Context: an optimization exercise on an open-source flow, tuned for small area, a short achievable clock period and few clock cycles per item. The choices shown serve that exercise and are no tape-out recipe.
Only simulation tests tie the RTL to the original design; equivalence was not proved.
No activity file was given, so power comes from the tool's default toggle rates.

===== flow/design.v =====
module JAM (
    input CLK,
    input RST,
    output reg [2:0] W,
    output reg [2:0] J,
    input [6:0] Cost,
    output reg [3:0] MatchCount,
    output reg [9:0] MinCost,
    output Valid
);
localparam S_COL = 4'd0, S_ROW = 4'd1, S_RK1 = 4'd2, S_RK2 = 4'd3,
           S_RK3 = 4'd4, S_INIT = 4'd5, S_SRCH = 4'd6, S_DRAIN = 4'd7,
           S_FIN = 4'd8, S_DONE = 4'd9;
localparam K_TRY = 2'd0, K_LEAF = 2'd1, K_RR = 2'd2;
reg  [3:0]  st;
reg  [3:0]  pst;          
reg  [6:0]  v [0:7];      
reg  [6:0]  u [0:7];      
reg  [2:0]  z [0:7];      
reg  [3:0]  key [0:6];    
reg  [2:0]  rank [0:7];   
reg  [6:0]  m1, m2;       
reg  [2:0]  z1;           
reg         rk;           
reg         rk2;          
reg  [2:0]  rrow;         
reg  [3:0]  nkey;         
reg  [2:0]  k;            
reg  [7:0]  used;         
reg  [1:0]  kind;
reg  [2:0]  jstk [0:6];   
reg  [6:0]  creg;
reg  [7:0]  uvreg;        
reg  [2:0]  pw, pj, pk;
reg  [7:0]  pused;
reg  [1:0]  pkind;
reg         pvld;
reg  [9:0]  bud;          
integer i;
assign Valid = (st == S_DONE);
function [3:0] next_job;
    input [7:0] m;        
    input [2:0] zr;
    input [2:0] a;        
    input       first;    
    reg   [7:0] mz;
    integer n;
    begin
        mz = m | (8'd1 << zr);
        next_job = 4'd8;
        if (first && !m[zr]) next_job = {1'b0, zr};
        else
            for (n = 7; n >= 0; n = n - 1)
                if (!mz[n] && (first || a == zr || n > a)) next_job = n;
    end
endfunction
function [2:0] row_at;
    input [2:0] x;
    input [23:0] rv;
    integer n;
    begin
        row_at = 3'd0;
        for (n = 0; n < 8; n = n + 1)
            if (rv[3*n +: 3] == x) row_at = n;
    end
endfunction
wire [23:0] rkv = {rank[7], rank[6], rank[5], rank[4], rank[3], rank[2], rank[1], rank[0]};
wire [6:0] cmin = (pw == 3'd0 || creg < m1) ? creg : m1;
wire [6:0] cv = creg - uvreg[6:0];      
wire       lt1 = cv < m1;
wire       lt2 = cv < m2;
wire       new1 = (pj == 3'd0) || lt1;
wire [6:0] gap = m2 - m1;
reg  [7:0] gt, ge;
always @(*) begin
    for (i = 0; i < 8; i = i + 1) begin
        gt[i] = (i < 7) && (i < rrow) && (nkey > key[i < 7 ? i : 0]);
        ge[i] = (i < 7) && (i < rrow) && !(nkey > key[i < 7 ? i : 0]);
    end
end
wire [2:0] nge = ge[0] + ge[1] + ge[2] + ge[3] + ge[4] + ge[5] + ge[6];
wire [6:0] r = creg - uvreg[6:0];       
wire       le = {3'd0, r} <= bud;
wire       lt = {3'd0, r} < bud;
wire       eq = {3'd0, r} == bud;
wire       push = pvld && (pkind == K_TRY) && le;
wire [2:0] kdn = k - 3'd1;
wire [2:0] row_dn = row_at(kdn, rkv);
wire [2:0] jdn = jstk[kdn];
wire [3:0] nsib = next_job(used, z[W], J, 1'b0);
wire       has_sib = (kind != K_LEAF) && !nsib[3];
wire [2:0] kup = pk + 3'd1;
wire [2:0] row_up = row_at(kup, rkv);
wire [7:0] used_up = pused | (8'd1 << pj);
wire [3:0] nchild = next_job(used_up, z[row_up], 3'd0, 1'b1);
wire [2:0] row_0 = row_at(3'd0, rkv);
always @(posedge CLK) begin
    creg <= Cost;
    uvreg <= ((st == S_ROW) ? 8'd0 : {1'b0, u[W]}) + {1'b0, v[J]};
    pw <= W;
    pj <= J;
    pk <= k;
    pused <= used;
    pkind <= kind;
    pst <= st;
    if (RST) begin
        st <= S_COL;
        pst <= S_DONE;
        W <= 3'd0;
        J <= 3'd0;
        MinCost <= 10'd0;
        MatchCount <= 4'd0;
        rk <= 1'b0;
        rk2 <= 1'b0;
        pvld <= 1'b0;
    end else begin
        rk <= 1'b0;
        if (pst == S_COL) begin
            m1 <= cmin;
            if (pw == 3'd7) begin
                v[pj] <= cmin;
                MinCost <= MinCost + cmin;
            end
        end
        if (pst == S_ROW) begin
            if (new1) begin
                m1 <= cv;
                z1 <= pj;
            end
            m2 <= (pj == 3'd0) ? 7'd127 : lt1 ? m1 : lt2 ? cv : m2;
            if (pj == 3'd7) begin
                rk <= 1'b1;
                rrow <= pw;
            end
        end
        if (rk) begin
            u[rrow] <= m1;
            z[rrow] <= z1;
            MinCost <= MinCost + m1;
            nkey <= (gap > 7'd15) ? 4'd15 : gap[3:0];
        end
        rk2 <= rk;
        if (rk2) begin
            for (i = 0; i < 8; i = i + 1)
                if (gt[i]) rank[i] <= rank[i] + 3'd1;
            rank[rrow] <= nge;
            if (rrow != 3'd7) key[rrow] <= nkey;
        end
        if ((st == S_SRCH || st == S_DRAIN) && pvld) begin
            case (pkind)
            K_TRY:  if (le) bud <= bud - r;
            K_LEAF: if (lt) begin
                        bud <= {3'd0, r};
                        MatchCount <= 4'd1;
                    end else if (eq)
                        MatchCount <= MatchCount + 4'd1;
            default: bud <= bud + r;
            endcase
        end
        if (push) jstk[pk] <= pj;
        case (st)
        S_COL: begin
            W <= W + 3'd1;
            if (W == 3'd7) begin
                J <= J + 3'd1;
                if (J == 3'd7) st <= S_ROW;
            end
        end
        S_ROW: begin
            J <= J + 3'd1;
            if (J == 3'd7) begin
                W <= W + 3'd1;
                if (W == 3'd7) st <= S_RK1;
            end
        end
        S_RK1: st <= S_RK2;
        S_RK2: st <= S_RK3;
        S_RK3: st <= S_INIT;
        S_INIT: begin
            st <= S_SRCH;
            W <= row_0;
            J <= z[row_0];
            k <= 3'd0;
            used <= 8'd0;
            kind <= K_TRY;
            bud <= 10'd1023;
            MatchCount <= 4'd0;
            pvld <= 1'b0;
        end
        S_SRCH, S_DRAIN: begin
            if (push) begin
                k <= kup;
                used <= used_up;
                W <= row_up;
                J <= nchild[2:0];
                kind <= (kup == 3'd7) ? K_LEAF : K_TRY;
                pvld <= 1'b0;
                st <= S_SRCH;
            end else if (st == S_DRAIN) begin
                st <= S_FIN;
            end else if (has_sib) begin
                J <= nsib[2:0];
                kind <= K_TRY;
                pvld <= 1'b1;
            end else if (k != 3'd0) begin
                k <= kdn;
                used <= used & ~(8'd1 << jdn);
                W <= row_dn;
                J <= jdn;
                kind <= K_RR;
                pvld <= 1'b1;
            end else begin
                st <= S_DRAIN;
                pvld <= 1'b1;
            end
        end
        S_FIN: begin
            MinCost <= MinCost + bud;
            st <= S_DONE;
        end
        default: ;
        endcase
    end
end
endmodule

===== flow/run.sh =====
#!/bin/bash
# synth_recipe.tcl (not shown) runs the flow's synth.tcl, then flattens the netlist and writes it again
# the make line also repeats each setting of config.mk as NAME=value (left out here)
make -C /OpenROAD-flow-scripts/flow DESIGN_CONFIG=/design/flow/config.mk WORK_HOME=/design/flow/orfs CLKGATE_MAP_FILE= SYNTH_SCRIPT=/design/flow/synth_recipe.tcl finish

===== flow/config.mk =====
export PLATFORM = sky130hd
export DESIGN_NAME = JAM
export DESIGN_NICKNAME = JAM
export VERILOG_FILES = /design/flow/design.v
export SDC_FILE = /design/flow/constraint.sdc
export NUM_CORES = 4
export LEC_CHECK = 0
export ABC_CLOCK_PERIOD_IN_PS = 3500
export CAP_MARGIN = 20
export CORE_MARGIN = 2
export CORE_UTILIZATION = 40
export PLACE_DENSITY = 0.6
export SETUP_SLACK_MARGIN = 5
export SLEW_MARGIN = 20

===== flow/constraint.sdc =====
create_clock -name core_clock -period 9.0 [get_ports {CLK}]
set_input_delay 1.8000 -clock core_clock [delete_from_list [all_inputs] [get_ports {CLK}]]
set_output_delay 1.8000 -clock core_clock [all_outputs]
set_load 0.01 [all_outputs]

==> key figures, run 1 <==
Status
  • Outcome: complete, no violations

Routing
  • Iter 0 DRT Violations: 871
  • Drt via density: 5.580
  • Per-cell routed wire length: 20.55 microns
  • Routed WL: 47,200 microns
  • Post-route ant nets: 0
  • DRT Pass-1 Iters: 5
  • Via count: 12,818
  • Post-route DRC: 0

Power and ir drop
  • P_leak: 8.149 nW
  • Seq pwr share: 0.410
  • Sw Ratio: 0.2621
  • Part of the power in combinational logic: 0.198
  • Max VDD drop: 151.2 uV
  • Switch Pwr: 1.068 mW
  • Clock power share: 0.393
  • Cell Pwr Density: 187.9 nW/um^2
  • Internal: 3.008 mW

Hold path
  • Hold path depth: 0
  • Min-Delay Startpoint: k[1]$_SDFFCE_PP0P_
  • Worst Hold Class: reg -> reg
  • Hold EP: pk[1]$_DFF_P_

Synthesis
  • Area share of and/or/nand/nor cells after synthesis: 0.1082
  • Largest family of logic cells by synthesized area: compound AO/OA/AOI/OAI gates
  • Post-synth EDFFs: 253
  • Top cells by area, synth: edfxtp_1, dfxtp_1, ha_1
  • Syn nets: 1,700
  • Warnings from Yosys: 1
  • Yosys cell types: 83
  • Asr flop ratio synth: 0
  • Mux share of post-synthesis cell area: 0.08975
  • Synth Area in XOR/XNOR: 0.04821
  • Post-synthesis compound-gate area fraction: 0.1297
  • Synth area leader: edfxtp_1
  • Synth Cell Area: 18,010 sq um
  • Synth top area share: 0.4218
  • Syn Inst Count: 1,571
  • Yosys reg bits: 323
  • Post-synthesis sequential area ratio: 0.4996
  • Top_reg_cell synth: edfxtp_1
  • Synthesized-area fraction occupied by adder cells: 0.08752
  • Syn avg cell area: 11.47 sq um

Worst setup path
  • Crit path arrival time: 4.65 ns
  • Reg2reg path depth: 26
  • CP max-delay cell: edfxtp_1
  • CP Max Fanout: 6
  • Critical path type: reg -> reg
  • FF-to-FF Start: m1[1]$_DFFE_PN_
  • CP required: 9.41 ns
  • Crit path from: m1[1]$_DFFE_PN_
  • Most Frequent Cell on Critical Path: a21o_1
  • Reg2Reg Setup Slack: 4.76 ns
  • Max incr delay on CP: 0.41 ns
  • CP endpoint kind: flip-flop
  • CP startpoint kind: flip-flop
  • R2R Path End: MinCost[8]$_SDFFE_PP0P_

Place
  • Placer Congestion: 0.8883
  • HPWL after DPL: 32,800 microns
  • Port bufs: 29
  • Area after DPL: 19,060 sq um

STA
  • TNS Setup: 0 ns
  • Max_slew headroom: 0.3495
  • Fin crit share: 0.4715
  • Final min period: 4.243 ns
  • # setup viols final: 0
  • RSZ-0062 raised after global routing: true
  • Slew @ Worst Pin: 0.9685 ns
  • Hold Vio Cnt, Final: 0
  • Max Clk Rate: 235.7 MHz
  • Worst Skew: 0.02192 ns
  • Slew Viols, Final: 0

Final layout
  • Diode count: 0
  • Utilization after layout: 0.4896
  • Fill cells: 3,947
  • Fin area: 21,700 sq um
  • Layout area overhead: 20.46%
  • Final #Nets: 1,805
  • Share of cells above drive strength 1: 0.2000

Global route
  • Gr usage total: 0.1996
  • Largest net degree at the start of global routing: 25
  • Vias in the first global route: 12,458
  • Congestion Overflow GR: 0
  • Antenna violations before repair: 0
  • First-pass GRT wire length: 72,240 microns

Job
  • Maxcap violations: 0

Floorplanning
  • Height of the die: 216.2 microns
  • Initial Util: 0.4064
  • Io pins: 30
  • Core Area: 44,320 sq um
  • Die W: 216.2 microns
  • Area of the die: 46,740 sq um
  • Std cell rows: 77

Clock network
  • H-tree depth: 2
  • Clock Path Buffers: 3
  • CTS tree: built
  • Hold buffers post-CTS: 0
  • Clk sinks: 323
  • Worst skew pair latency: 0.55 ns
  • Worst-path clk slew: 0.06 ns
  • Clock Tree Root: clkbuf_16
  • CTS Buf Count: 37
[critical path, delay by kind of cell, from the launching register on]
kind	cells	cell delay (ns)
and+or+nand+nor	5	0.37
adders and majority gates	2	0.53
DFF	1	0.41
buffers and inverters	3	0.34
xor gates and xnor gates	1	0.16
AOI/OAI and AO/OA	13	1.76
muxes	2	0.52
[through the flow]
step | total power, mW | setup WS (ns) | instances | hold WS, ns
2_1_floorplan | 2.180 | 4.735 | 1571 | 0.3462
5_1_grt | 4.250 | 4.483 | 2297 | 0.3866
6_report | 4.076 | 4.757 | 2297 | 0.3643
3_5_place_dp | 2.329 | 4.025 | 2154 | 0.3602
4_1_cts | 4.044 | 4.702 | 2276 | 0.3684
3_3_place_gp | 2.316 | 4.098 | 2154 | 0.3534
[cells in the mapped netlist (4+ instances only)]
master and instances:
or2_2 4, nor2b_1 26, and2_1 8, or3_1 6, nor4_1 8, mux2i_1 43
a22oi_1 4, mux2_2 23, and3_1 15, o21bai_1 15, clkbuf_1 38, a41o_1 6
o311ai_0 6, o211ai_1 26, dfxtp_1 70, xnor2_1 62, buf_2 8, nand3_1 19
nor2_1 134, nand4_1 8, a21oi_1 99, o22ai_1 4, o31a_1 6, a21boi_0 5
buf_1 5, edfxtp_1 253, buf_6 4, xor2_1 24, nor3_1 26, inv_1 111
o31ai_1 8, a31oi_1 13, mux4_2 37, o32ai_1 4, o21a_1 7, a21o_1 23
nand2b_1 26, nand2_1 107, ha_1 110, fa_1 10, a311oi_1 8, o21ai_0 68
a211oi_1 17, and4_1 6
[layout by cell type (no fill, tap or decap), drive strengths merged, types with 7 or more instances in the layout]
master         netlist  layout
a211oi              18      18
a21o                23      23
a21oi               99      99
a311oi               8       8
a31oi               14      14
and2                 9       9
and3                15      15
buf                 17      91
bufinv               0       7
clkbuf              38      46
clkdlybuf4s50        0      29
clkinv               1      12
dfxtp               70      70
edfxtp             253     253
fa                  10      10
ha                 110     110
inv                111     113
mux2                25      25
mux2i               46      46
mux4                37      37
nand2              108     108
nand2b              26      26
nand3               19      19
nand4                8       8
nor2               135     135
nor2b               26      26
nor3                28      28
nor4                 8       8
o211ai              26      26
o21a                 7       7
o21ai               71      71
o21bai              16      16
o31ai                8       8
xnor2               62      62
xor2                24      24
[power by group through the flow]
stage	logic [mW]	clock network [mW]	registers, mW
finish	0.805	1.60	1.67
floorplan	0.483	0	1.70
CTS	0.738	1.64	1.67
global placement	0.604	0	1.71
detailed placement	0.617	0	1.71
global route	0.880	1.70	1.67
[layout make-up]
class,instances,area [sq um],area share
Sequential cell,323,9009,0.4152
Clock buffer,46,1002,0.04619
Multi-Input combinational cell,1081,9126,0.4206
Inverter,112,425.4,0.01961
Clock inverter,22,296.5,0.01367
Tap cell,592,740.7,0.03414
Timing Repair Buffer,121,1097,0.05057
[how the worst max path moves through the flow]
stage,to,slack [ns],cells after the start
2_1_floorplan,MinCost[9]$_SDFFE_PP0P_,4.74,24
3_5_place_dp,k[2]$_SDFFCE_PP0P_,4.03,13
5_1_grt,MinCost[8]$_SDFFE_PP0P_,4.48,25
6_report,MinCost[8]$_SDFFE_PP0P_,4.76,26
4_1_cts,MinCost[9]$_SDFFE_PP0P_,4.70,24
3_3_place_gp,k[1]$_SDFFCE_PP0P_,4.10,13
[kinds of logic after synthesis]
family	after synthesis
and+or+nand+nor	410
AOI/OAI and AO/OA	352
DFF	323
buffers and inverters	167
adders and majority gates	120
muxes	108
xor gates and xnor gates	91
[state kept, by name, summed over array words and instances (netlist names), 4 cells and up, named ones only]
| signal | count |
|---|---|
| MatchCount | 4 |
| MinCost | 10 |
| bud | 10 |
| creg | 7 |
| jstk | 21 |
| key | 28 |
| m1 | 7 |
| m2 | 7 |
| nkey | 4 |
| pst | 4 |
| pused | 8 |
| rank | 21 |
| st | 4 |
| u | 56 |
| used | 8 |
| uvreg | 7 |
| v | 56 |
| z | 24 |
[timing repair]
item,4_1_cts,5_1_grt
cloned,1,0
pin swaps,41,46
setup buffers,53,21
endpoints found under the setup margin,186,177
resized for setup,80,75
[per-layer routing]
metal  part of all wire  track usage
met2               0.47       0.3264
met3              0.061      0.02793
met5                  0            0
met4              0.033      0.07420
met1               0.43       0.2706
Testbench counts, summed over its fixed seeds: cycles 3,785, jobs 12.
==> run 2: changes to the inputs <==
--- a/flow/config.mk
+++ b/flow/config.mk
@@ -9,6 +9,8 @@
 export CAP_MARGIN = 20
 export CORE_MARGIN = 2
-export CORE_UTILIZATION = 40
-export PLACE_DENSITY = 0.6
+export CORE_UTILIZATION = 60
+export GPL_TIMING_DRIVEN = 1
+export PLACE_DENSITY = 0.75
 export SETUP_SLACK_MARGIN = 5
 export SLEW_MARGIN = 20
+export TNS_END_PERCENT = 100
==> run 2 against run 1 <==
  * Final area shrank 1.7%
  * Highest routed layer unchanged
  * Area after synthesis is the same
  * Global-route usage grew 10 points
  * First-iteration DRC count grew 49%
  * Power shrank 4.6%
  * Sequential cell count is the same
  * Still clean
  * Non-clock buffer count grew 12
  * Core utilization grew 23 points
  * Clock power shrank 12%
==> key figures, run 2 <==
Synthesis
  • Top_reg_cell synth: edfxtp_1 (unchanged)
  • Most frequent cell after synthesis: edfxtp_1 (unchanged)
  • Mux share of post-synthesis cell area: 0.08975 (unchanged)
  • Syn avg cell area: 11.47 sq um (unchanged)
  • Synth Area in XOR/XNOR: 0.04821 (unchanged)
  • Syn nets: 1,700 (unchanged)
  • Area share of and/or/nand/nor cells after synthesis: 0.1082 (unchanged)
  • Yosys cell types: 83 (unchanged)
  • Post-synthesis sequential area ratio: 0.4996 (unchanged)
  • Syn Inst Count: 1,571 (unchanged)
  • Synth top area share: 0.4218 (unchanged)
  • Synth area leader: edfxtp_1 (unchanged)
  • Yosys reg bits: 323 (unchanged)
  • Synth Cell Area: 18,010 sq um (unchanged)
  • Warnings from Yosys: 1 (unchanged)
  • Most instantiated cells after synthesis: edfxtp_1, nor2_1, inv_1, ha_1, nand2_1 (unchanged)
  • Asr flop ratio synth: 0 (unchanged)
  • Post-synthesis compound-gate area fraction: 0.1297 (unchanged)
  • Top cells by area, synth: edfxtp_1, dfxtp_1, ha_1 (unchanged)
  • Largest family of logic cells by synthesized area: compound AO/OA/AOI/OAI gates (unchanged)
  • Post-synth EDFFs: 253 (unchanged)
  • Synthesized-area fraction occupied by adder cells: 0.08752 (unchanged)

Final layout
  • Most frequent cells in the layout: edfxtp_1, nor2_1, nand2_1 (was edfxtp_1, nor2_1, inv_1)
  • Layout area overhead: 18.37% (was 20.46%)
  • Commonest non-fill, non-tap cell in the layout: edfxtp_1 (unchanged)
  • Diode count: 0 (unchanged)
  • Share of cells above drive strength 1: 0.2092 (was 0.2000)
  • Final #Nets: 1,814 (was 1,805)
  • Largest regs: u x56, v x56, key x28 (unchanged)
  • Utilization after layout: 0.7194 (was 0.4896)

Worst setup path
  • Max incr delay on CP: 0.42 ns (was 0.41 ns)
  • Critical path type: reg -> reg (unchanged)
  • CP Max Fanout: 6 (unchanged)
  • CP Depth: 25 (was 26)
  • CP max-delay cell: edfxtp_1 (unchanged)
  • Reg2reg path depth: 25 (was 26)
  • Crit path arrival time: 4.74 ns (was 4.65 ns)
  • Worst path bufs/invs: 1 (was 3)
  • CP endpoint kind: flip-flop (unchanged)
  • CP startpoint kind: flip-flop (unchanged)
  • Most Frequent Cell on Critical Path: a21o_1 (unchanged)
  • CP required: 9.39 ns (was 9.41 ns)
  • Top delay family on crit path: compound AO/OA/AOI/OAI gates (unchanged)

STA
  • RSZ-0062 raised after global routing: true (unchanged)
  • Hold Vio Cnt, Final: 0 (unchanged)
  • Fin crit share: 0.4834 (was 0.4715)
  • Final min period: 4.350 ns (was 4.243 ns)
  • Hold Slack: 0.4002 ns (was 0.3643 ns)
  • # setup viols final: 0 (unchanged)
  • Max Clk Rate: 229.9 MHz (was 235.7 MHz)
  • Slew Viols, Final: 0 (unchanged)
  • Setup WS post-layout: 4.650 ns (was 4.757 ns)
  • TNS Setup: 0 ns (unchanged)
  • Slew @ Worst Pin: 1.078 ns (was 0.9685 ns)
  • Worst Skew: 0.02128 ns (was 0.02192 ns)
  • Max_slew headroom: 0.2799 (was 0.3495)

Job
  • Maxcap violations: 0 (unchanged)

Global route
  • Congestion Overflow GR: 0 (unchanged)
  • Gr usage total: 0.3002 (was 0.1996)
  • Antenna violations before repair: 0 (unchanged)
  • Vias in the first global route: 12,962 (was 12,458)
  • First-pass GRT wire length: 72,910 microns (was 72,240 microns)
  • Largest net degree at the start of global routing: 33 (was 25)

Power and ir drop
  • Cell Pwr Density: 182.4 nW/um^2 (was 187.9 nW/um^2)
  • P_leak: 8.092 nW (was 8.149 nW)
  • Power Total: 3.889 mW (was 4.076 mW)
  • Max VDD drop: 153.1 uV (was 151.2 uV)

Floorplanning
  • Area of the die: 31,420 sq um (was 46,740 sq um)
  • Io pins: 30 (unchanged)
  • Initial Util: 0.6077 (was 0.4064)
  • Std cell rows: 63 (was 77)
  • Height of the die: 177.3 microns (was 216.2 microns)
  • Core Area: 29,640 sq um (was 44,320 sq um)
  • Die W: 177.3 microns (was 216.2 microns)

Routing
  • Per-cell routed wire length: 22.36 microns (was 20.55 microns)
  • DRT Pass-1 Iters: 6 (was 5)
  • Routed WL: 46,980 microns (was 47,200 microns)
  • Iter 0 DRT Violations: 1,298 (was 871)
  • Post-route DRC: 0 (unchanged)
  • Post-route ant nets: 0 (unchanged)
  • Drt via density: 6.339 (was 5.580)
  • Via count: 13,318 (was 12,818)

Place
  • Pre-CTS setup slack: 3.775 ns (was 4.025 ns)
  • Placer Congestion: 0.9394 (was 0.8883)
  • HPWL after DPL: 30,850 microns (was 32,800 microns)
  • Port bufs: 29 (unchanged)

Clock network
  • Worst-path clk slew: 0.06 ns (about the same)
  • Hold buffers post-CTS: 0 (unchanged)
  • H-tree depth: 2 (unchanged)
  • Clk sinks: 323 (unchanged)
  • Clock Path Buffers: 3 (unchanged)
  • CTS tree: built (unchanged)
  • Clock Tree Root: clkbuf_16 (unchanged)
  • Worst skew pair latency: 0.54 ns (was 0.55 ns)
  • CTS Buf Count: 34 (was 37)

Hold path
  • Worst Hold Class: reg -> reg (unchanged)
  • Hold path depth: 0 (unchanged)

Status
  • Outcome: complete, no violations (unchanged)
-- run 2: cell counts after synthesis --
Identical to the previous run, type by type.
-- run 2: layout make-up --
cell class | count | area (sq um)
clock inverter | 18 | 181.4
multi-input combinational | 1081 | 9104
clock buffer | 44 | 939.7
inverter | 112 | 420.4
fill | 2020 | 8317
sequential | 323 | 9010
timing repair buffer | 133 | 1179
tap | 390 | 488.0
-- run 2: metrics by stage --
| stage | cells | instance area (sq um) |
|---|---|---|
| after floorplan | 1571 | 18100 |
| after global placement | 1953 | 18800 |
| after detailed placement | 1953 | 18800 |
| after CTS | 2072 | 20760 |
| after global routing | 2101 | 21320 |
| final | 2101 | 21320 |
-- run 2: worst register-to-register path, delay by kind of cell (launching register included) --
kind,cells,cell delay (ns)
buf+inv,1,0.11
compound gates,13,1.82
fa+ha+maj,3,0.78
flops,1,0.42
mux,2,0.53
xor+xnor,1,0.16
simple gates,5,0.40
-- run 2: worst paths after layout --
check	slack [ns]	start	to
min	0.40	k[1]$_SDFFCE_PP0P_	pk[1]$_DFF_P_
max	4.65	m1[1]$_DFFE_PN_	MinCost[8]$_SDFFE_PP0P_
min reg2reg	0.40	k[1]$_SDFFCE_PP0P_	pk[1]$_DFF_P_
max reg2reg	4.65	m1[1]$_DFFE_PN_	MinCost[8]$_SDFFE_PP0P_
-- run 2: logic make-up after synthesis --
kind of cell | count (synthesis)
AND/OR/NAND/NOR | 410
buffers and inverters | 167
multiplexers | 108
flip-flops | 323
adder cells (fa/ha/maj) | 120
AO/OA/AOI/OAI | 352
XOR/XNOR | 91
-- run 2: what timing repair did --
item	4_1_cts	5_1_grt
cloned	2	0
pin swaps	44	35
buffers inserted	55	28
endpoints found under the setup margin	147	146
resized for setup	88	64
-- run 2: metal layers --
| layer | part of all wire | vias to the layer above | global-route usage |
|---|---|---|---|
| met5 | 0 | - | 0 |
| met4 | 0.030 | 0 | 0.08572 |
| met3 | 0.081 | 123 | 0.05262 |
| met2 | 0.47 | 616 | 0.4872 |
| met1 | 0.42 | 6525 | 0.4179 |
| li1 | - | 6054 | - |
-- run 2: where the power goes --
group          switching [mW]  internal [mW]  total, mW  leakage, nW
clock                   0.608          0.807       1.41        0.547
combinational           0.444          0.360      0.804         4.75
sequential             0.0220           1.65       1.67         2.80
total                    1.07           2.81       3.89         8.09
==> run 3: changes to the inputs <==
--- a/flow/design.v
+++ b/flow/design.v
@@ -40,17 +40,19 @@
 assign Valid = (st == S_DONE);
 function [3:0] next_job;
-    input [7:0] m;        
-    input [2:0] zr;
-    input [2:0] a;        
-    input       first;    
-    reg   [7:0] mz;
+    input [7:0] m;
+    input [2:0] s;
+    input [2:0] a;
+    input       first;
+    reg   [15:0] mm;
+    reg   [7:0]  rot;
+    reg   [2:0]  pos;
     integer n;
     begin
-        mz = m | (8'd1 << zr);
+        mm = {m, m} >> s;
+        rot = mm[7:0];
+        pos = a - s;
         next_job = 4'd8;
-        if (first && !m[zr]) next_job = {1'b0, zr};
-        else
-            for (n = 7; n >= 0; n = n - 1)
-                if (!mz[n] && (first || a == zr || n > a)) next_job = n;
+        for (n = 7; n >= 0; n = n - 1)
+            if (!rot[n] && (first || n > pos)) next_job = {1'b0, s + n[2:0]};
     end
 endfunction
--- a/flow/config.mk
+++ b/flow/config.mk
@@ -9,8 +9,6 @@
 export CAP_MARGIN = 20
 export CORE_MARGIN = 2
-export CORE_UTILIZATION = 60
-export GPL_TIMING_DRIVEN = 1
-export PLACE_DENSITY = 0.75
+export CORE_UTILIZATION = 40
+export PLACE_DENSITY = 0.6
 export SETUP_SLACK_MARGIN = 5
 export SLEW_MARGIN = 20
-export TNS_END_PERCENT = 100
==> run 3 against run 2 <==
  * Sequential power hardly changed
  * Still clean
  * Non-clock buffer count is 81 higher
  * Die area is 57% higher
  * Area after synthesis is 5.8% higher
  * Sequential cell count stayed put
  * Via count is 10% higher
  * Final area is 11% higher
  * Cell count is 21% higher
  * First-iteration DRC count is 23% lower
==> key figures, run 3 <==
Status
  • Outcome: complete, no violations (unchanged)

Clock network
  • Clock Path Buffers: 3 (unchanged)
  • Clock Tree Root: clkbuf_16 (unchanged)
  • Worst-path clk slew: 0.06 ns (about the same)
  • Worst skew pair latency: 0.56 ns (was 0.54 ns)
  • CTS tree: built (unchanged)
  • Hold buffers post-CTS: 0 (unchanged)
  • Clk sinks: 323 (unchanged)
  • CTS Buf Count: 38 (was 34)
  • H-tree depth: 2 (unchanged)

Worst setup path
  • Max incr delay on CP: 0.51 ns (was 0.42 ns)
  • Critical path type: reg -> reg (unchanged)
  • CP required: 9.47 ns (was 9.39 ns)
  • CP startpoint kind: flip-flop (unchanged)
  • CP Max Fanout: 4 (was 6)
  • Reg2Reg Setup Slack: 4.60 ns (was 4.65 ns)
  • R2R Path End: J[1]$_SDFFE_PP0N_ (was MinCost[8]$_SDFFE_PP0P_)
  • CP max-delay cell: or4_4 (was edfxtp_1)
  • FF-to-FF Start: creg[0]$_DFF_P_ (was m1[1]$_DFFE_PN_)
  • CP endpoint kind: flip-flop (unchanged)
  • Critical path, cell by cell: inv_2 > ha_4 > inv_4 > fa_2 > a21o_1 > a21oi_2 > o21bai_1 > a21oi_2 > xnor2_2 > buf_6 > ha_4 > nor2_4 > nand4_1 > nor2_2 > o311ai_4 > buf_6 > o211a_1 > or4_4 > mux2i_2 > a211oi_2 > a31o_1
  • Top delay family on crit path: compound AO/OA/AOI/OAI gates (unchanged)
  • Crit path arrival time: 4.87 ns (was 4.74 ns)
  • Reg2reg path depth: 21 (was 25)
  • Worst path bufs/invs: 4 (was 1)

STA
  • Max_slew headroom: 0.2696 (was 0.2799)
  • # setup viols final: 0 (unchanged)
  • TNS Setup: 0 ns (unchanged)
  • Final min period: 4.399 ns (was 4.350 ns)
  • Hold Vio Cnt, Final: 0 (unchanged)
  • RSZ-0062 raised after global routing: true (unchanged)
  • Slew @ Worst Pin: 1.094 ns (was 1.078 ns)
  • Worst Skew: 0.02033 ns (was 0.02128 ns)
  • Max Clk Rate: 227.3 MHz (was 229.9 MHz)
  • Fin crit share: 0.4887 (was 0.4834)
  • Slew Viols, Final: 0 (unchanged)

Place
  • Placer Congestion: 0.8757 (was 0.9394)
  • Port bufs: 29 (unchanged)
  • HPWL after DPL: 36,720 microns (was 30,850 microns)

Synthesis
  • Yosys cell types: 84 (was 83)
  • Top_reg_cell synth: edfxtp_1 (unchanged)
  • Most instantiated cells after synthesis: edfxtp_1, nor2_1, nand2_1, ha_1, a21oi_1 (was edfxtp_1, nor2_1, inv_1, ha_1, nand2_1)
  • Asr flop ratio synth: 0 (unchanged)
  • Post-synth EDFFs: 253 (unchanged)
  • Yosys reg bits: 323 (unchanged)
  • Syn Inst Count: 1,729 (was 1,571)
  • Synth Cell Area: 19,060 sq um (was 18,010 sq um)
  • Post-synthesis sequential area ratio: 0.4721 (was 0.4996)
  • Synth area leader: edfxtp_1 (unchanged)
  • Syn avg cell area: 11.02 sq um (was 11.47 sq um)
  • Synth top area share: 0.3986 (was 0.4218)
  • Syn nets: 1,863 (was 1,700)
  • Most frequent cell after synthesis: edfxtp_1 (unchanged)
  • Warnings from Yosys: 1 (unchanged)
  • Top cells by area, synth: edfxtp_1, ha_1, dfxtp_1 (was edfxtp_1, dfxtp_1, ha_1)

Floorplanning
  • Height of the die: 222.3 microns (was 177.3 microns)
  • Die W: 222.3 microns (was 177.3 microns)
  • Area of the die: 49,420 sq um (was 31,420 sq um)
  • Initial Util: 0.4077 (was 0.6077)
  • Core Area: 46,750 sq um (was 29,640 sq um)
  • Io pins: 30 (unchanged)
  • Std cell rows: 79 (was 63)

Final layout
  • Most frequent cells in the layout: edfxtp_1, buf_4, nor2_1 (was edfxtp_1, nor2_1, nand2_1)
  • Diode count: 0 (unchanged)
  • Final #Nets: 2,045 (was 1,814)
  • Share of cells above drive strength 1: 0.2504 (was 0.2092)
  • Commonest non-fill, non-tap cell in the layout: edfxtp_1 (unchanged)
  • Layout area overhead: 23.72% (was 18.37%)
  • Utilization after layout: 0.5044 (was 0.7194)
  • Largest regs: u x56, v x56, key x28 (unchanged)

Global route
  • Vias in the first global route: 14,679 (was 12,962)
  • Largest net degree at the start of global routing: 36 (was 33)
  • Gr usage total: 0.2182 (was 0.3002)
  • Congestion Overflow GR: 0 (unchanged)
  • First-pass GRT wire length: 84,480 microns (was 72,910 microns)
  • Antenna violations before repair: 1 (was 0)

Routing
  • Via count: 14,651 (was 13,318)
  • Iter 0 DRT Violations: 1,003 (was 1,298)
  • Post-route DRC: 0 (unchanged)
  • DRT Pass-1 Iters: 5 (was 6)
  • Drt via density: 5.750 (was 6.339)
  • Per-cell routed wire length: 21.39 microns (was 22.36 microns)
  • Routed WL: 54,490 microns (was 46,980 microns)
  • Post-route ant nets: 0 (unchanged)

Power and ir drop
  • Max VDD drop: 126.0 uV (was 153.1 uV)
  • Cell Pwr Density: 160.4 nW/um^2 (was 182.4 nW/um^2)
  • P_leak: 8.844 nW (was 8.092 nW)
  • Power Total: 3.784 mW (was 3.889 mW)

Hold path
  • Min-Delay Startpoint: k[1]$_SDFFCE_PP0P_ (unchanged)
  • Hold path depth: 0 (unchanged)
  • Hold EP: pk[1]$_DFF_P_ (unchanged)
  • Worst Hold Class: reg -> reg (unchanged)

Job
  • Maxcap violations: 0 (unchanged)
## run 3: changes by cell type in the layout (fill, tap and decap cells not counted), sizes merged, moves of 10 or more
cell   previous run  this run
nor2            135       155
buf             103       185
mux2i            46        75
nand2           108       122
a21oi            99       109
nor3             28        49
o22ai             4        15
## run 3: layout make-up
| cell class | instances | area, sq um |
|---|---|---|
| sequential | 323 | 9019 |
| clock buffer | 51 | 1030 |
| clock inverter | 19 | 166.4 |
| inverter | 107 | 420.4 |
| fill | 4149 | 23170 |
| timing repair buffer | 214 | 1774 |
| tap | 607 | 759.5 |
| multi-input combinational | 1227 | 10410 |
## run 3: per-stage QoR
step	cells	hold slack [ns]	area, sq um	setup slack [ns]
2_1_floorplan	1729	0.3399	19270	4.672
3_3_place_gp	2320	0.3739	20230	3.376
3_5_place_dp	2322	0.3796	20240	3.318
4_1_cts	2512	0.3941	23040	4.644
5_1_grt	2548	0.4159	23580	4.460
6_report	2548	0.4118	23580	4.601
## run 3: worst register-to-register path, delay by kind of cell, from the launching register on
kind	cells	cell delay, ns
xor+xnor	1	0.17
buf+inv	4	0.43
simple gates	4	0.99
mux	1	0.20
compound gates	8	1.48
fa+ha+maj	3	0.74
flops	1	0.33
## run 3: cell families after synthesis
logic type / Yosys count / synth area share
simple gates: 475 / 0.1160
compound gates: 390 / 0.1388
flops: 323 / 0.4721
buf+inv: 182 / 0.03807
mux: 141 / 0.1022
fa+ha+maj: 125 / 0.08638
xor+xnor: 93 / 0.04654
## run 3: worst max path at each step
| stage | to | slack (ns) | start | depth (start not counted) |
|---|---|---|---|---|
| detailed placement | J[2]$_SDFFE_PP0N_ | 3.32 | pk[0]$_DFF_P_ | 14 |
| finish | J[1]$_SDFFE_PP0N_ | 4.60 | creg[0]$_DFF_P_ | 21 |
| CTS | J[1]$_SDFFE_PP0N_ | 4.64 | creg[0]$_DFF_P_ | 21 |
| global route | MinCost[9]$_SDFFE_PP0P_ | 4.46 | m1[1]$_DFFE_PN_ | 26 |
| floorplan | J[0]$_SDFFE_PP0N_ | 4.67 | flip-flop | 20 |
| global placement | J[2]$_SDFFE_PP0N_ | 3.38 | pk[0]$_DFF_P_ | 14 |
## run 3: where the power goes
group / internal [mW] / switching (mW) / total, mW
Clock: 0.846 / 0.636 / 1.48
Combinational: 0.305 / 0.349 / 0.654
Sequential: 1.63 / 0.0157 / 1.65
## run 3: repair_timing
item                                    CTS  global route
pin swaps                                75            36
endpoints found under the setup margin  114            99
setup buffers                           116            35
cloned                                    4             1
endpoints found under the hold margin     0             0
gates resized for setup                 132            58
## run 3: per-layer routing
| layer | track usage | up-vias | share of wire |
|---|---|---|---|
| met3 | 0.03015 | 113 | 0.052 |
| met5 | 0 | - | 0 |
| met4 | 0.08043 | 0 | 0.033 |
| li1 | - | 6816 | - |
| met2 | 0.3718 | 435 | 0.49 |
| met1 | 0.2831 | 7287 | 0.43 |
Testbench counts of run 3, summed over its fixed seeds: cycles 3,440, jobs 12.
==> run 4: changes to the inputs <==
--- a/flow/design.v
+++ b/flow/design.v
@@ -22,4 +22,5 @@
 reg  [6:0]  m1, m2;       
 reg  [2:0]  z1;           
+reg         cf;           
 reg         rk;           
 reg         rk2;          
@@ -32,6 +33,7 @@
 reg  [6:0]  creg;
 reg  [7:0]  uvreg;        
-reg  [2:0]  pw, pj, pk;
-reg  [7:0]  pused;
+reg  [2:0]  pw, pj;
+reg  [2:0]  pkup, prow_up, pnchild;
+reg  [7:0]  pused_up;
 reg  [1:0]  pkind;
 reg         pvld;
@@ -40,19 +42,17 @@
 assign Valid = (st == S_DONE);
 function [3:0] next_job;
-    input [7:0] m;
-    input [2:0] s;
-    input [2:0] a;
-    input       first;
-    reg   [15:0] mm;
-    reg   [7:0]  rot;
-    reg   [2:0]  pos;
+    input [7:0] m;        
+    input [2:0] zr;
+    input [2:0] a;        
+    input       first;    
+    reg   [7:0] mz;
     integer n;
     begin
-        mm = {m, m} >> s;
-        rot = mm[7:0];
-        pos = a - s;
+        mz = m | (8'd1 << zr);
         next_job = 4'd8;
-        for (n = 7; n >= 0; n = n - 1)
-            if (!rot[n] && (first || n > pos)) next_job = {1'b0, s + n[2:0]};
+        if (first && !m[zr]) next_job = {1'b0, zr};
+        else
+            for (n = 7; n >= 0; n = n - 1)
+                if (!mz[n] && (first || a == zr || n > a)) next_job = n;
     end
 endfunction
@@ -92,9 +92,30 @@
 wire [3:0] nsib = next_job(used, z[W], J, 1'b0);
 wire       has_sib = (kind != K_LEAF) && !nsib[3];
-wire [2:0] kup = pk + 3'd1;
+wire [2:0] kup = k + 3'd1;
 wire [2:0] row_up = row_at(kup, rkv);
-wire [7:0] used_up = pused | (8'd1 << pj);
+wire [7:0] used_up = used | (8'd1 << J);
 wire [3:0] nchild = next_job(used_up, z[row_up], 3'd0, 1'b1);
 wire [2:0] row_0 = row_at(3'd0, rkv);
+reg [2:0] sk, sW, sJ;
+reg [7:0] sused;
+reg [1:0] skind;
+reg [3:0] sst;
+always @(*) begin
+    sk = k; sused = used; sW = W; sJ = J; skind = kind; sst = st;
+    if (st == S_DRAIN) begin
+        sst = S_FIN;
+    end else if (has_sib) begin
+        sJ = nsib[2:0];
+        skind = K_TRY;
+    end else if (k != 3'd0) begin
+        sk = kdn;
+        sused = used & ~(8'd1 << jdn);
+        sW = row_dn;
+        sJ = jdn;
+        skind = K_RR;
+    end else begin
+        sst = S_DRAIN;
+    end
+end
 always @(posedge CLK) begin
     creg <= Cost;
@@ -102,6 +123,8 @@
     pw <= W;
     pj <= J;
-    pk <= k;
-    pused <= used;
+    pkup <= kup;
+    prow_up <= row_up;
+    pnchild <= nchild[2:0];
+    pused_up <= used_up;
     pkind <= kind;
     pst <= st;
@@ -115,14 +138,17 @@
         rk <= 1'b0;
         rk2 <= 1'b0;
+        cf <= 1'b0;
         pvld <= 1'b0;
     end else begin
         rk <= 1'b0;
+        cf <= 1'b0;
         if (pst == S_COL) begin
             m1 <= cmin;
             if (pw == 3'd7) begin
                 v[pj] <= cmin;
-                MinCost <= MinCost + cmin;
-            end
-        end
+                cf <= 1'b1;
+            end
+        end
+        if (cf) MinCost <= MinCost + m1;
         if (pst == S_ROW) begin
             if (new1) begin
@@ -160,5 +186,5 @@
             endcase
         end
-        if (push) jstk[pk] <= pj;
+        if (push) jstk[pkup - 3'd1] <= pj;
         case (st)
         S_COL: begin
@@ -192,27 +218,19 @@
         S_SRCH, S_DRAIN: begin
             if (push) begin
-                k <= kup;
-                used <= used_up;
-                W <= row_up;
-                J <= nchild[2:0];
-                kind <= (kup == 3'd7) ? K_LEAF : K_TRY;
+                k <= pkup;
+                used <= pused_up;
+                W <= prow_up;
+                J <= pnchild;
+                kind <= (pkup == 3'd7) ? K_LEAF : K_TRY;
                 pvld <= 1'b0;
                 st <= S_SRCH;
-            end else if (st == S_DRAIN) begin
-                st <= S_FIN;
-            end else if (has_sib) begin
-                J <= nsib[2:0];
-                kind <= K_TRY;
+            end else begin
+                k <= sk;
+                used <= sused;
+                W <= sW;
+                J <= sJ;
+                kind <= skind;
                 pvld <= 1'b1;
-            end else if (k != 3'd0) begin
-                k <= kdn;
-                used <= used & ~(8'd1 << jdn);
-                W <= row_dn;
-                J <= jdn;
-                kind <= K_RR;
-                pvld <= 1'b1;
-            end else begin
-                st <= S_DRAIN;
-                pvld <= 1'b1;
+                st <= sst;
             end
         end
==> run 4 against run 3 <==
  * Clock power is 3% lower
  * Die area shrank 5.9%
  * Combinational power is 0.9% lower
  * Clock-buffer cell count shrank 1
  * Maximum frequency is 2.2% higher
  * Worst setup slack improved by 0.095 ns
  * Wire length is 15% lower
  * Via count down 14%
==> key figures, run 4 <==
Worst setup path
  • Crit path arrival time: 4.68 ns (was 4.87 ns)
  • CP endpoint kind: flip-flop (unchanged)
  • Reg2Reg Setup Slack: 4.70 ns (was 4.60 ns)
  • Reg2reg path depth: 21 (unchanged)
  • CP required: 9.37 ns (was 9.47 ns)
  • Most Frequent Cell on Critical Path: buf_6
  • Max incr delay on CP: 0.56 ns (was 0.51 ns)
  • CP startpoint kind: flip-flop (unchanged)
  • Critical path, cell by cell: inv_2 > ha_4 > inv_4 > fa_2 > a21o_1 > a21oi_2 > o21bai_1 > a21oi_2 > xnor2_4 > ha_4 > or4_4 > o2111ai_4 > nor2_4 > or2_4 > nand2_4 > buf_6 > buf_6 > buf_4 > buf_6 > a211oi_1 > a2111oi_0 (was inv_2 > ha_4 > inv_4 > fa_2 > a21o_1 > a21oi_2 > o21bai_1 > a21oi_2 > xnor2_2 > buf_6 > ha_4 > nor2_4 > nand4_1 > nor2_2 > o311ai_4 > buf_6 > o211a_1 > or4_4 > mux2i_2 > a211oi_2 > a31o_1)
  • CP max-delay cell: or4_4 (unchanged)
  • Critical path type: reg -> reg (unchanged)
  • FF-to-FF Start: creg[0]$_DFF_P_ (unchanged)
  • R2R Path End: st[0]$_SDFFE_PP0P_ (was J[1]$_SDFFE_PP0N_)
  • CP Max Fanout: 6 (was 4)

Hold path
  • Min-Delay Startpoint: W[0]$_SDFFE_PP0P_ (was k[1]$_SDFFCE_PP0P_)
  • Worst Hold Class: reg -> reg (unchanged)
  • Hold EP: pw[0]$_DFF_P_ (was pk[1]$_DFF_P_)
  • Hold path depth: 0 (unchanged)

Power and ir drop
  • Cell Pwr Density: 180.1 nW/um^2 (was 160.4 nW/um^2)
  • Internal: 2.776 mW (was 2.783 mW)
  • Part of the power in combinational logic: 0.171 (was 0.173)
  • Seq pwr share: 0.450 (was 0.436)
  • Max VDD drop: 159.6 uV (was 126.0 uV)
  • Power Total: 3.794 mW (was 3.784 mW)
  • Switch Pwr: 1.018 mW (was 1.001 mW)
  • Clock power share: 0.379 (was 0.392)
  • P_leak: 7.804 nW (was 8.844 nW)
  • Sw Ratio: 0.2682 (was 0.2644)

Routing
  • Drt via density: 5.561 (was 5.750)
  • Via count: 12,534 (was 14,651)
  • Per-cell routed wire length: 20.53 microns (was 21.39 microns)
  • Post-route DRC: 0 (unchanged)
  • Routed WL: 46,270 microns (was 54,490 microns)
  • Post-route ant nets: 0 (unchanged)
  • DRT Pass-1 Iters: 6 (was 5)
  • Iter 0 DRT Violations: 1,108 (was 1,003)

Synthesis
  • Warnings from Yosys: 1 (unchanged)
  • Syn Inst Count: 1,550 (was 1,729)
  • Syn nets: 1,682 (was 1,863)
  • Post-synth EDFFs: 253 (unchanged)
  • Asr flop ratio synth: 0 (unchanged)
  • Yosys reg bits: 330 (was 323)
  • Most instantiated cells after synthesis: edfxtp_1, nor2_1, nand2_1, ha_1, inv_1 (was edfxtp_1, nor2_1, nand2_1, ha_1, a21oi_1)
  • Synth Cell Area: 17,910 sq um (was 19,060 sq um)
  • Yosys cell types: 88 (was 84)
  • Top_reg_cell synth: edfxtp_1 (unchanged)
  • Syn avg cell area: 11.55 sq um (was 11.02 sq um)
  • Top cells by area, synth: edfxtp_1, dfxtp_1, ha_1 (was edfxtp_1, ha_1, dfxtp_1)
  • Synth area leader: edfxtp_1 (unchanged)
  • Post-synthesis sequential area ratio: 0.5103 (was 0.4721)
  • Synth top area share: 0.4242 (was 0.3986)
  • Most frequent cell after synthesis: edfxtp_1 (unchanged)

STA
  • Final min period: 4.303 ns (was 4.399 ns)
  • Max_slew headroom: 0.3289 (was 0.2696)
  • Max Clk Rate: 232.4 MHz (was 227.3 MHz)
  • Fin crit share: 0.4781 (was 0.4887)
  • Slew @ Worst Pin: 0.9974 ns (was 1.094 ns)
  • Setup WS post-layout: 4.697 ns (was 4.601 ns)
  • TNS Setup: 0 ns (unchanged)
  • RSZ-0062 raised after global routing: true (unchanged)
  • # setup viols final: 0 (unchanged)
  • Hold Vio Cnt, Final: 0 (unchanged)
  • Worst Skew: 0.02206 ns (was 0.02033 ns)
  • Slew Viols, Final: 0 (unchanged)

Place
  • HPWL after DPL: 32,460 microns (was 36,720 microns)
  • Placed cells: 2,132 (was 2,322)
  • Port bufs: 29 (unchanged)
  • Pre-CTS setup slack: 4.206 ns (was 3.318 ns)
  • Placer Congestion: 0.9238 (was 0.8757)

Clock network
  • CTS Buf Count: 37 (was 38)
  • Worst-path clk slew: 0.06 ns (about the same)
  • H-tree depth: 2 (unchanged)
  • Clock Path Buffers: 3 (unchanged)
  • Clock Tree Root: clkbuf_16 (unchanged)
  • CTS tree: built (unchanged)
  • Hold buffers post-CTS: 0 (unchanged)
  • Worst skew pair latency: 0.54 ns (was 0.56 ns)
  • Clk sinks: 330 (was 323)

Floorplanning
  • Io pins: 30 (unchanged)
  • Height of the die: 215.6 microns (was 222.3 microns)
  • Core Area: 44,220 sq um (was 46,750 sq um)
  • Area of the die: 46,480 sq um (was 49,420 sq um)
  • Std cell rows: 77 (was 79)
  • Die W: 215.6 microns (was 222.3 microns)
  • Initial Util: 0.4050 (was 0.4077)

Final layout
  • Most frequent cells in the layout: edfxtp_1, nand2_1, inv_1 (was edfxtp_1, buf_4, nor2_1)
  • Final #Nets: 1,766 (was 2,045)
  • Commonest non-fill, non-tap cell in the layout: edfxtp_1 (unchanged)
  • Diode count: 0 (unchanged)
  • Share of cells above drive strength 1: 0.1901 (was 0.2504)
  • Fin cells: 2,254 (was 2,548)
  • Largest regs: u x56, v x56, key x28 (unchanged)
  • Layout area overhead: 17.61% (was 23.72%)

Global route
  • Gr usage total: 0.1954 (was 0.2182)
  • Congestion Overflow GR: 0 (unchanged)
  • First-pass GRT wire length: 70,910 microns (was 84,480 microns)
  • Vias in the first global route: 12,136 (was 14,679)
  • Antenna violations before repair: 1 (unchanged)
  • Largest net degree at the start of global routing: 37 (was 36)

Job
  • Maxcap violations: 0 (unchanged)

Status
  • Outcome: complete, no violations (unchanged)
[run 4: cell types whose count changed in the layout (fill, tap and decap cells not counted), moves of 9 or more]
cell,change
nor2_1,-39
mux2i_1,-31
nor3_1,-18
xor2_1,-14
dfxtp_1,+9
buf_4,-96
inv_1,+13
[run 4: what timing repair did]
item	4_1_cts	5_1_grt
cloned	1	0
pin swaps	37	43
setup endpoints to repair	98	111
resized for setup	62	68
setup buffers	28	26
[run 4: cell type report]
type	count	area [sq um]
Fill cell	3919	23160
Sequential cell	330	9146
Multi-Input combinational cell	1049	8735
Clock buffer	50	974.7
Timing Repair Buffer	104	874.6
Tap cell	592	740.7
Inverter	112	426.7
Clock inverter	17	163.9
[run 4: cell families after synthesis]
family / Yosys count / synth area share
adders and majority gates: 123 / 0.09013
AOI/OAI and AO/OA: 347 / 0.1288
xor gates and xnor gates: 74 / 0.03892
DFF: 330 / 0.5103
buffers and inverters: 172 / 0.03738
muxes: 106 / 0.08894
and+or+nand+nor: 398 / 0.1056
[run 4: worst max path at each step]
| stage | depth (start not counted) | slack [ns] | start | to |
|---|---|---|---|---|
| floorplan | 20 | 4.81 | creg[0]$_DFF_P_ | W[1]$_SDFFE_PP0P_ |
| global placement | 20 | 4.36 | creg[0]$_DFF_P_ | J[0]$_SDFFE_PP0P_ |
| detailed placement | 17 | 4.21 | creg[1]$_DFF_P_ | J[0]$_SDFFE_PP0P_ |
| CTS | 19 | 4.66 | creg[0]$_DFF_P_ | flip-flop |
| global route | 22 | 4.55 | creg[0]$_DFF_P_ | J[0]$_SDFFE_PP0P_ |
| finish | 21 | 4.70 | creg[0]$_DFF_P_ | st[0]$_SDFFE_PP0P_ |
[run 4: through the flow]
stage                     cell area [sq um]  hold slack, ns    util
after global placement                18960          0.4638  0.4288
after CTS                             20600          0.4622  0.4658
after global routing                  21060          0.4937  0.4763
after floorplan                       18030          0.3388       -
after detailed placement              18960          0.4579  0.4288
final                                 21060          0.4772  0.4763
[run 4: worst max-delay path: cells and delay by family, from the launching register on]
family | cells | cell delay [ns]
AOI/OAI and AO/OA | 7 | 1.45
buffers and inverters | 6 | 0.49
and+or+nand+nor | 4 | 1.01
xor gates and xnor gates | 1 | 0.18
DFF | 1 | 0.32
adders and majority gates | 3 | 0.70
[run 4: power by group through the flow]
stage               clock [mW]  combinational, mW  sequential, mW
finish                    1.44              0.648            1.71
floorplan                    0              0.450            1.72
detailed placement           0              0.581            1.74
global placement             0              0.575            1.74
global route              1.53              0.725            1.71
CTS                       1.47              0.625            1.71
[run 4: metal layers]
metal / vias to the layer above / GRT usage / wire [microns]
met1: 6137 / 0.2646 / 20310
met4: 0 / 0.05678 / 1260
met5: - / 0 / 0
li1: 5917 / - / -
met2: 400 / 0.3259 / 22270
met3: 80 / 0.02875 / 2433
Testbench counts of run 4, summed over its fixed seeds: cycles 3,785, jobs 12.
==> run 5: changes to the inputs <==
--- a/flow/config.mk
+++ b/flow/config.mk
@@ -6,5 +6,5 @@
 export NUM_CORES = 4
 export LEC_CHECK = 0
-export ABC_CLOCK_PERIOD_IN_PS = 3500
+export ABC_AREA = 1
 export CAP_MARGIN = 20
 export CORE_MARGIN = 2
==> run 5 against run 4 <==
  * Still clean
  * Sequential cell count unchanged
  * Hold slack worse by 0.031 ns
  * Register-to-register slack better by 0.35 ns
  * Area after synthesis is 0.94% lower
  * Critical path type is now reg -> out
  * Largest cell class unchanged
==> key figures, run 5 <==
Synthesis
  • Synth area leader: edfxtp_1 (unchanged)
  • Syn avg cell area: 9.158 sq um (was 11.55 sq um)
  • Post-synthesis sequential area ratio: 0.5152 (was 0.5103)
  • Asr flop ratio synth: 0 (unchanged)
  • Syn Inst Count: 1,937 (was 1,550)
  • Yosys reg bits: 330 (unchanged)
  • Mux share of post-synthesis cell area: 0.0005643 (was 0.08894)
  • Synth Area in XOR/XNOR: 0.02313 (was 0.03892)
  • Top cells by area, synth: edfxtp_1, dfxtp_1, ha_1 (unchanged)
  • Syn nets: 2,069 (was 1,682)
  • Post-synth EDFFs: 253 (unchanged)
  • Largest family of logic cells by synthesized area: simple AND/OR/NAND/NOR gates (was compound AO/OA/AOI/OAI gates)
  • Yosys cell types: 57 (was 88)
  • Synth Cell Area: 17,740 sq um (was 17,910 sq um)
  • Most instantiated cells after synthesis: nand2_1, edfxtp_1, inv_1, nor2_1, o21ai_0 (was edfxtp_1, nor2_1, nand2_1, ha_1, inv_1)
  • Area share of and/or/nand/nor cells after synthesis: 0.1640 (was 0.1056)
  • Post-synthesis compound-gate area fraction: 0.1404 (was 0.1288)
  • Warnings from Yosys: 1 (unchanged)
  • Top_reg_cell synth: edfxtp_1 (unchanged)
  • Synth top area share: 0.4283 (was 0.4242)
  • Synthesized-area fraction occupied by adder cells: 0.09099 (was 0.09013)
  • Most frequent cell after synthesis: nand2_1 (was edfxtp_1)

STA
  • Worst Skew: 0.02193 ns (was 0.02206 ns)
  • Slew @ Worst Pin: 1.071 ns (was 0.9974 ns)
  • Hold Vio Cnt, Final: 0 (unchanged)
  • RSZ-0062 raised after global routing: true (unchanged)
  • Max Clk Rate: 247.4 MHz (was 232.4 MHz)
  • TNS Setup: 0 ns (unchanged)
  • Final min period: 4.041 ns (was 4.303 ns)
  • # setup viols final: 0 (unchanged)
  • Max_slew headroom: 0.2823 (was 0.3289)
  • Slew Viols, Final: 0 (unchanged)
  • Fin crit share: 0.4490 (was 0.4781)
  • Hold Slack: 0.4462 ns (was 0.4772 ns)

Clock network
  • CTS tree: built (unchanged)
  • Worst-path clk slew: 0.05 ns (was 0.06 ns)
  • H-tree depth: 2 (unchanged)
  • CTS Buf Count: 37 (unchanged)
  • Worst skew pair latency: 0.56 ns (was 0.54 ns)
  • Hold buffers post-CTS: 0 (unchanged)
  • Clock Path Buffers: 3 (unchanged)
  • Clk sinks: 330 (unchanged)
  • Clock Tree Root: clkbuf_16 (unchanged)

Place
  • HPWL after DPL: 33,330 microns (was 32,460 microns)
  • Port bufs: 29 (unchanged)
  • Placer Congestion: 0.8840 (was 0.9238)

Floorplanning
  • Core Area: 44,030 sq um (was 44,220 sq um)
  • Height of the die: 214.6 microns (was 215.6 microns)
  • Die W: 214.6 microns (was 215.6 microns)
  • Io pins: 30 (unchanged)
  • Std cell rows: 77 (unchanged)
  • Initial Util: 0.4029 (was 0.4050)
  • Area of the die: 46,050 sq um (was 46,480 sq um)

Routing
  • Iter 0 DRT Violations: 1,337 (was 1,108)
  • Post-route DRC: 0 (unchanged)
  • Routed WL: 46,830 microns (was 46,270 microns)
  • Via count: 13,977 (was 12,534)
  • Post-route ant nets: 0 (unchanged)
  • Per-cell routed wire length: 17.71 microns (was 20.53 microns)
  • Drt via density: 5.284 (was 5.561)
  • DRT Pass-1 Iters: 7 (was 6)

Status
  • Outcome: complete, no violations (unchanged)

Worst setup path
  • CP Max Fanout: 7 (was 6)
  • CP startpoint kind: flip-flop (unchanged)
  • Critical path type: reg -> out (was reg -> reg)
  • CP endpoint kind: output port (was flip-flop)
  • Crit path arrival time: 2.24 ns (was 4.68 ns)
  • CP required: 7.20 ns (was 9.37 ns)

Global route
  • Largest net degree at the start of global routing: 44 (was 37)
  • Gr usage total: 0.1987 (was 0.1954)
  • Congestion Overflow GR: 0 (unchanged)
  • First-pass GRT wire length: 72,110 microns (was 70,910 microns)
  • Antenna violations before repair: 0 (was 1)
  • Vias in the first global route: 13,010 (was 12,136)

Final layout
  • Share of cells above drive strength 1: 0.1257 (was 0.1901)
  • Layout area overhead: 17.11% (was 17.61%)
  • Diode count: 0 (unchanged)
  • Most frequent cells in the layout: nand2_1, edfxtp_1, inv_1 (was edfxtp_1, nand2_1, inv_1)
  • Final #Nets: 2,157 (was 1,766)
  • Commonest non-fill, non-tap cell in the layout: nand2_1 (was edfxtp_1)
  • Largest regs: u x56, v x56, key x28 (unchanged)
  • Fill cells: 4,151 (was 3,919)

Power and ir drop
  • P_leak: 8.455 nW (was 7.804 nW)
  • Max VDD drop: 128.2 uV (was 159.6 uV)
  • Cell Pwr Density: 200.1 nW/um^2 (was 180.1 nW/um^2)

Job
  • Maxcap violations: 0 (unchanged)

Hold path
  • Worst Hold Class: reg -> reg (unchanged)
[run 5: kinds of logic after synthesis]
family,Yosys count
xor gates and xnor gates,46
muxes,1
AOI/OAI and AO/OA,432
buffers and inverters,301
adders and majority gates,123
DFF,330
and+or+nand+nor,704
[run 5: final cells by class]
cell class              count  area [sq um]  share of cell area
clock buffers              47         994.7             0.04788
multi-input cells        1306          7858              0.3782
repair buffers             94         819.5             0.03945
inverters                 255         982.2             0.04728
well taps                 592         740.7             0.03565
flip-flops and latches    330          9144              0.4401
clock inverters            20         229.0             0.01102
repair inverters            1         7.507           0.0003614
[run 5: power breakdown]
part | leakage [nW] | internal [mW] | switching (mW)
clock network | 0.590 | 0.903 | 0.626
logic | 4.99 | 0.358 | 0.548
registers | 2.88 | 1.69 | 0.0332
[run 5: worst paths after layout]
path,startpoint,endpoint,slack [ns],cells after the start
worst max register to register,creg[0]$_DFF_P_,k[0]$_SDFFCE_PP0P_,5.05,22
worst min register to register,kind[0]$_SDFFCE_PN0P_,pkind[0]$_DFF_P_,0.45,0
worst max-delay path,st[0]$_SDFFE_PP0P_,Valid,4.96,5
worst min-delay path,kind[0]$_SDFFCE_PN0P_,pkind[0]$_DFF_P_,0.45,0
[run 5: metrics by stage]
step	setup WS [ns]	instances	total power [mW]	area, sq um	utilization
3_3_place_gp	4.312	2531	2.422	18710	0.4249
5_1_grt	4.813	2645	4.338	20770	0.4719
4_1_cts	4.754	2621	4.078	20340	0.4620
6_report	4.959	2645	4.157	20770	0.4719
3_5_place_dp	4.119	2531	2.440	18720	0.4252
2_1_floorplan	5.070	1937	2.253	17740	-
[run 5: timing repair]
action / 4_1_cts / 5_1_grt
setup buffers: 22 / 24
setup endpoints to repair: 149 / 153
gates resized for setup: 51 / 80
pin swaps: 8 / 33
cloned: 1 / 0
[run 5: routing by layer]
layer,vias to the layer above,part of all wire,track usage
li1,6801,-,-
met1,6682,0.45,0.2689
met2,410,0.48,0.3304
met3,84,0.046,0.02496
met4,0,0.028,0.06759
met5,-,0,0
[run 5: critical path, stage by stage, from the launching register on]
cell and delay (ns):
dfxtp_1 0.46, inv_2 0.16, nor2_1 0.15, inv_1 0.12, nor3_4 0.22, clkdlybuf4s50_1 0.58
==> run 6: changes to the inputs <==
--- a/flow/config.mk
+++ b/flow/config.mk
@@ -6,9 +6,9 @@
 export NUM_CORES = 4
 export LEC_CHECK = 0
-export ABC_AREA = 1
+export ABC_CLOCK_PERIOD_IN_PS = 4500
 export CAP_MARGIN = 20
 export CORE_MARGIN = 2
 export CORE_UTILIZATION = 40
 export PLACE_DENSITY = 0.6
-export SETUP_SLACK_MARGIN = 5
+export SETUP_SLACK_MARGIN = 4
 export SLEW_MARGIN = 20
==> run 6 against run 5 <==
  * Still clean
  * Wire length fell by 4.4%
  * Clock-buffer cell count rose by 2
  * Synthesized cell count fell by 20%
  * Cell count fell by 17%
  * Critical path type is now reg -> reg
  * Largest cell class unchanged
==> key figures, run 6 <==
Worst setup path
  • CP required: 9.43 ns (was 7.20 ns)
  • Crit path arrival time: 5.22 ns (was 2.24 ns)
  • CP max-delay cell: mux2i_1 (was clkdlybuf4s50_1)
  • Max incr delay on CP: 0.78 ns (was 0.58 ns)
  • Critical path, cell by cell: buf_4 > inv_1 > ha_2 > xor2_1 > nor3_1 > or3_1 > a211oi_2 > a221oi_1 > mux2i_1 > mux2_2 > a22oi_1 > nor2b_1 > o21ai_0 (was inv_2 > nor2_1 > inv_1 > nor3_4 > clkdlybuf4s50_1)
  • CP startpoint kind: flip-flop (unchanged)
  • Top delay family on crit path: multiplexers (was buffers and inverters)
  • Critical path type: reg -> reg (was reg -> out)
  • CP endpoint kind: flip-flop (was output port)
  • Worst path bufs/invs: 2 (was 3)
  • CP Max Fanout: 18 (was 7)

STA
  • Fin crit share: 0.5325 (was 0.4490)
  • Hold Vio Cnt, Final: 0 (unchanged)
  • Hold Slack: 0.4670 ns (was 0.4462 ns)
  • Max Clk Rate: 208.7 MHz (was 247.4 MHz)
  • TNS Setup: 0 ns (unchanged)
  • Slew @ Worst Pin: 0.9538 ns (was 1.071 ns)
  • RSZ-0062 raised after global routing: true (unchanged)
  • # setup viols final: 0 (unchanged)
  • Setup WS post-layout: 4.208 ns (was 4.959 ns)
  • Worst Skew: 0.01197 ns (was 0.02193 ns)
  • Slew Viols, Final: 0 (unchanged)
  • Final min period: 4.792 ns (was 4.041 ns)
  • Max_slew headroom: 0.3460 (was 0.2823)

Power and ir drop
  • Power Total: 3.772 mW (was 4.157 mW)
  • Max VDD drop: 155.9 uV (was 128.2 uV)
  • Cell Pwr Density: 187.3 nW/um^2 (was 200.1 nW/um^2)
  • P_leak: 7.464 nW (was 8.455 nW)

Routing
  • Drt via density: 5.560 (was 5.284)
  • Post-route DRC: 0 (unchanged)
  • Post-route ant nets: 0 (unchanged)
  • Per-cell routed wire length: 20.35 microns (was 17.71 microns)
  • Iter 0 DRT Violations: 968 (was 1,337)
  • DRT Pass-1 Iters: 5 (was 7)
  • Routed WL: 44,760 microns (was 46,830 microns)
  • Via count: 12,227 (was 13,977)

Floorplanning
  • Height of the die: 215.6 microns (was 214.6 microns)
  • Area of the die: 46,480 sq um (was 46,050 sq um)
  • Initial Util: 0.4050 (was 0.4029)
  • Core Area: 44,220 sq um (was 44,030 sq um)
  • Die W: 215.6 microns (was 214.6 microns)
  • Io pins: 30 (unchanged)
  • Std cell rows: 77 (unchanged)

Final layout
  • Diode count: 0 (unchanged)
  • Layout area overhead: 12.45% (was 17.11%)
  • Utilization after layout: 0.4554 (was 0.4719)
  • Share of cells above drive strength 1: 0.1151 (was 0.1257)
  • Commonest non-fill, non-tap cell in the layout: edfxtp_1 (was nand2_1)
  • Fin cells: 2,199 (was 2,645)
  • Most frequent cells in the layout: edfxtp_1, nor2_1, nand2_1 (was nand2_1, edfxtp_1, inv_1)
  • Final #Nets: 1,712 (was 2,157)
  • Fin area: 20,140 sq um (was 20,770 sq um)
  • Largest regs: u x56, v x56, key x28 (unchanged)

Clock network
  • Clock Tree Root: clkbuf_16 (unchanged)
  • Worst skew pair latency: 0.54 ns (was 0.56 ns)
  • Clock Path Buffers: 3 (unchanged)
  • H-tree depth: 2 (unchanged)
  • Hold buffers post-CTS: 0 (unchanged)
  • Clk sinks: 330 (unchanged)
  • CTS Buf Count: 35 (was 37)
  • Worst-path clk slew: 0.06 ns (was 0.05 ns)
  • CTS tree: built (unchanged)

Synthesis
  • Warnings from Yosys: 1 (unchanged)
  • Most instantiated cells after synthesis: edfxtp_1, nor2_1, nand2_1, ha_1, inv_1 (was nand2_1, edfxtp_1, inv_1, nor2_1, o21ai_0)
  • Synth top area share: 0.4242 (was 0.4283)
  • Synth Cell Area: 17,910 sq um (was 17,740 sq um)
  • Synth area leader: edfxtp_1 (unchanged)
  • Yosys cell types: 88 (was 57)
  • Syn nets: 1,682 (was 2,069)
  • Post-synthesis sequential area ratio: 0.5103 (was 0.5152)
  • Syn Inst Count: 1,550 (was 1,937)
  • Asr flop ratio synth: 0 (unchanged)
  • Top cells by area, synth: edfxtp_1, dfxtp_1, ha_1 (unchanged)
  • Yosys reg bits: 330 (unchanged)
  • Post-synth EDFFs: 253 (unchanged)
  • Most frequent cell after synthesis: edfxtp_1 (was nand2_1)
  • Syn avg cell area: 11.55 sq um (was 9.158 sq um)
  • Top_reg_cell synth: edfxtp_1 (unchanged)

Place
  • Pre-CTS setup slack: 3.285 ns (was 4.119 ns)
  • Placer Congestion: 0.8665 (was 0.8840)
  • HPWL after DPL: 32,200 microns (was 33,330 microns)
  • Port bufs: 29 (unchanged)
  • Area after DPL: 18,860 sq um (was 18,720 sq um)
  • Placed cells: 2,131 (was 2,531)

Global route
  • First-pass GRT wire length: 69,900 microns (was 72,110 microns)
  • Largest net degree at the start of global routing: 37 (was 44)
  • Congestion Overflow GR: 0 (unchanged)
  • Vias in the first global route: 12,356 (was 13,010)
  • Gr usage total: 0.1921 (was 0.1987)
  • Antenna violations before repair: 1 (was 0)

Hold path
  • Worst Hold Class: reg -> reg (unchanged)

Status
  • Outcome: complete, no violations (unchanged)

Job
  • Maxcap violations: 0 (unchanged)
## run 6: changes by cell type in the layout (fill, tap and decap cells not counted), moves of 34 or more
cell	before	now
inv_1	219	110
mux2i_1	1	37
mux4_2	0	36
nand2_1	352	114
nand3_1	84	17
nor2_1	180	114
o21ai_0	172	65
xnor2_1	18	52
## run 6: worst paths after layout
path | startpoint | endpoint | slack [ns] | depth (start not counted)
max reg2reg | k[0]$_SDFFCE_PP0P_ | pnchild[2]$_DFF_P_ | 4.21 | 13
min reg2reg | kind[1]$_SDFFCE_PN0P_ | pkind[1]$_DFF_P_ | 0.47 | 0
max | k[0]$_SDFFCE_PP0P_ | pnchild[2]$_DFF_P_ | 4.21 | 13
min | kind[1]$_SDFFCE_PN0P_ | pkind[1]$_DFF_P_ | 0.47 | 0
## run 6: cells by family after synthesis
group,share of synthesized area
AND/OR/NAND/NOR,0.1056
AO/OA/AOI/OAI,0.1288
adder cells (fa/ha/maj),0.09013
buffers and inverters,0.03738
flip-flops,0.5103
multiplexers,0.08894
XOR/XNOR,0.03892
## run 6: metal layers
metal / share of wire / up-vias / global-route usage / wire length, microns
met5: 0 / - / 0 / 0
met4: 0.026 / 0 / 0.05885 / 1169
met3: 0.044 / 71 / 0.02706 / 1970
met2: 0.48 / 318 / 0.3263 / 21530
met1: 0.45 / 6029 / 0.2548 / 20090
li1: - / 5809 / - / -
## run 6: what timing repair did
item / in CTS / in global routing
resized for setup: 10 / 7
cloned: 1 / 0
setup buffers: 0 / 3
setup endpoints to repair: 51 / 42
pin swaps: 1 / 2
## run 6: cell type report
cell class                      count  area (sq um)
Sequential cell                   330          9139
Clock buffer                       49         991.0
Multi-Input combinational cell   1049          8223
Inverter                          112         420.4
Tap cell                          592         740.7
Fill cell                        4009         24080
Timing Repair Buffer               52         462.9
Clock inverter                     15         161.4
## run 6: worst register-to-register path, delay by kind of cell, from the launching register on
| kind | cells | cell delay, ns |
|---|---|---|
| multiplexers | 2 | 1.20 |
| buffers and inverters | 2 | 0.45 |
| XOR/XNOR | 1 | 0.36 |
| AND/OR/NAND/NOR | 3 | 0.74 |
| adder cells (fa/ha/maj) | 1 | 0.63 |
| AO/OA/AOI/OAI | 4 | 0.99 |
| flip-flops | 1 | 0.32 |
## run 6: power breakdown
part | internal (mW) | total (mW) | switching (mW)
Sequential | 1.68 | 1.71 | 0.0299
Clock | 0.861 | 1.46 | 0.599
Combinational | 0.249 | 0.606 | 0.358
Total | 2.79 | 3.77 | 0.987

Re-timed with assumed drivers on the ports (clkbuf_16 on the clock, buf_2 on other inputs), run 6 has 4.208 ns of setup slack against 4.208 ns with ideal ports, and 4.208 ns once port delays also move by the mid clock arrival of 0.583 ns.
